This design comes from an exercise in tuning for small area and a short achievable clock period on the open sky130 flow, not from production work. In this exercise RTL edits were held to simulation tests only and were not proved equivalent to the original.

Setup of run 1:
==> flow/design.v (excerpt) <==
module resampler_q15 #(
    parameter TAP_COUNT = 9,
    parameter DATA_WIDTH = 16
)(
    input  logic                  clk,
    input  logic                  rst_n,
    input  logic signed [31:0]    ppm_in,
    input  logic [TAP_COUNT*DATA_WIDTH-1:0] coeffs,
    input  logic [DATA_WIDTH-1:0] data_in,
    input  logic                  data_in_valid,
    output logic                  data_in_ready,
    output logic [DATA_WIDTH-1:0] data_out,
    output logic                  data_out_valid
);
Settings: LEC_CHECK=0, ABC_AREA=1, CAP_MARGIN=20, CORE_MARGIN=2, CORE_UTILIZATION=65, CTS_CLUSTER_DIAMETER=100, CTS_CLUSTER_SIZE=24, SLEW_MARGIN=20, SYNTH_HIERARCHICAL=1, SYNTH_MINIMUM_KEEP_SIZE=0; clock period 19.0 ns.
standard.sh (not shown) runs the stock make flow with config.mk's settings and CLKGATE_MAP_FILE= SYNTH_SCRIPT=/design/flow/synth_recipe.tcl, a recipe that flattens the netlist after the stock synthesis.
==> flow/flow/run.sh <==
#!/bin/bash
# The standard layout (the standard.sh, ORFS synthesis to final), with:
# - the resizer's setup repair aimed below the clock period, so that it buffers
#   and sizes the design's long paths;
# - the synthesis buffers removed at floorplan, so that the resizer buffers
#   those nets itself;
# - the port buffers made as sky130_fd_sc_hd__buf_1 (the resizer sizes them up
#   where a path needs it).
# The SDC and every other setting are the standard flow's.
set -euo pipefail
bash standard.sh SETUP_SLACK_MARGIN=12.5 REMOVE_ABC_BUFFERS=1 \
  "BUFFER_PORTS_ARGS=-buffer_cell sky130_fd_sc_hd__buf_1" finish > standard_make.log 2>&1
Here is what was changed in the inputs of run 2 compared with run 1.
--- a/flow/design.v
+++ b/flow/design.v
@@ -7,21 +7,21 @@
     input  logic signed [31:0]    ppm_in,
     input  logic [TAP_COUNT*DATA_WIDTH-1:0] coeffs,
     input  logic [DATA_WIDTH-1:0] data_in,
     input  logic                  data_in_valid,
     output logic                  data_in_ready,
     output logic [DATA_WIDTH-1:0] data_out,
     output logic                  data_out_valid
 );
     logic signed [31:0] ppm_accum;
     logic [31:0] acc_next;       
-    logic overflow, shift;
+    logic overflow, shift, clr;
     logic [TAP_COUNT*DATA_WIDTH-1:0] creg;
     logic [15:0] x;
     logic [15:0] w0, w1, w2, w3, w4, w5, w6;
     logic [15:0] q;
     logic [19:0] ya, yb;
     logic yc;
     assign data_in_ready = 1'b1;
     assign overflow = ppm_accum[31] ^ ppm_accum[30];
     assign shift = overflow & data_in_valid;
     always_ff @(posedge clk or negedge rst_n)
@@ -8787,41 +8787,48 @@
     assign o4327 = x4182 ^ g4295;
     assign o4328 = x4183 ^ g4269;
     assign o4329 = x4184 ^ g4297;
     assign o4330 = x4185 ^ g4257;
     assign o4331 = x4186 ^ g4299;
     assign o4332 = x4187 ^ g4271;
     assign o4333 = x4188 ^ g4301;
     assign q = {o459, o457, o455, o453, o451, o449, o447, o445, o443, o441, o439, o437, o435, o433, o431, o429};
     assign acc_next = {o4333, o4332, o4331, o4330, o4329, o4328, o4327, o4326, o4325, o4324, o4323, o4322, o4321, o4320, o4319, o4318, o4317, o4316, o4315, o4314, o4313, o4312, o4311, o4310, o4309, o4308, o4307, o4306, o4305, o4304, o4303, x4157};
     always_ff @(posedge clk or negedge rst_n)
-        if (!rst_n) begin
+        if (!rst_n) clr <= 1'b1;
+        else clr <= 1'b0;
+    always_ff @(posedge clk)
+        if (clr) begin
             x <= '0;
             w0 <= 16'haaa6;
             w1 <= 16'hfffc;
             w2 <= 16'h5552;
             w3 <= 16'haaa8;
             w4 <= 16'hfffe;
             w5 <= 16'h5554;
             w6 <= 16'haaaa;
-            ya <= '0;
-            yb <= '0;
-            yc <= 1'b0;
         end else if (shift) begin
             x <= data_in;
             w0 <= {o918, o916, o914, o912, o910, o908, o906, o904, o902, o900, o898, o896, o894, o892, o890, o888};
             w1 <= {o1377, o1375, o1373, o1371, o1369, o1367, o1365, o1363, o1361, o1359, o1357, o1355, o1353, o1351, o1349, o1347};
             w2 <= {o1836, o1834, o1832, o1830, o1828, o1826, o1824, o1822, o1820, o1818, o1816, o1814, o1812, o1810, o1808, o1806};
             w3 <= {o2295, o2293, o2291, o2289, o2287, o2285, o2283, o2281, o2279, o2277, o2275, o2273, o2271, o2269, o2267, o2265};
             w4 <= {o2754, o2752, o2750, o2748, o2746, o2744, o2742, o2740, o2738, o2736, o2734, o2732, o2730, o2728, o2726, o2724};
             w5 <= {o3213, o3211, o3209, o3207, o3205, o3203, o3201, o3199, o3197, o3195, o3193, o3191, o3189, o3187, o3185, o3183};
             w6 <= {o3656, o3654, o3652, o3650, o3648, o3646, o3644, o3642, o3640, o3638, o3636, o3634, o3632, o3630, o3628, o3626};
+        end
+    always_ff @(posedge clk or negedge rst_n)
+        if (!rst_n) begin
+            ya <= '0;
+            yb <= '0;
+            yc <= 1'b0;
+        end else if (shift) begin
             ya <= {c3930, c3929, c3928, c3927, c3926, c3925, c3924, c3923, c3922, c3921, c3920, c3919, c3918, c3917, c3916, c3915, c3914, c3913, c3912, c3911};
             yb <= {h3931, s3930, s3929, s3928, s3927, s3926, s3925, s3924, s3923, s3922, s3921, s3920, s3919, s3918, s3917, s3916, s3915, s3914, s3913, s3912};
             yc <= g3971;
         end
     assign data_out = {o4124, o4122, o4120, o4118, o4116, o4114, o4112, o4110, o4108, o4106, o4104, o4102, o4100, o4098, o4096, o4094};
     assign data_out_valid = overflow;
 endmodule
 module fa_cell (input logic a, b, c, output logic s, co);
     assign s = a ^ b ^ c;
     assign co = (a & b) | (c & (a ^ b));
## What came out
In the metrics for run 2 and run 1, the one carrying the lower part of the cycle the worst path needs is run 1. Of the two candidates, run 1 has the worse area of the mapped netlist and run 2 the better one. In run 2 relative to run 1, count of buffers added by post-CTS timing repair for setup had gone up by more than a quarter. Run 2 -> run 1: number of maximum-capacitance violations delta 0, exact match. In run 2 the global-route usage turned out 1.1 points higher than in run 1. Run comparison: run 2 highest metal layer used by the detailed router met5; run 1 highest metal layer used by the detailed router met4. The clock-pin slew of the registers on the worst-case setup and hold paths was comparable across run 2 and run 1. Diff run 1 -> run 2 | number of vias after detailed routing | up slightly. | final worst slack | higher: run 1 |. Diff run 1 -> run 2: cell area went down by 0.44%, hold slack +0.016 ns, actual slew at the worst max-slew pin has increased, number of standard cells in the layout, taps in and fillers out neither gained nor lost much.

## static timing again, ports no longer ideal
No port has a modelled driver above. Below, the same layouts with a new extraction and two added sets of constraints. Step 1: set_driving_cell puts a clkbuf_16 on clk and a buf_2 on each other input, an assumption about the parent block. Step 2 moves the port delays by t, midway between the first and last clock arrival at a register: inputs arrive t later, outputs are due t later. That takes back most of the time a late clock gives input paths. Three values: ideal, step 1, step 2; two values: the first two.
| run | t (ns) | setup WS [ns] | pins driven straight from the clock port |
|---|---|---|---|
| run 1 | 0.760 | 12.436 / 12.449 / 11.721 | 1 |
| run 2 | 0.766 | 12.305 / 12.226 / 11.695 | 1 |
After both steps setup and hold are still met in every run listed. For run 1, which loses most, drivers alone change the setup slack by +0.013 ns; drivers and shift together by -0.715 ns.
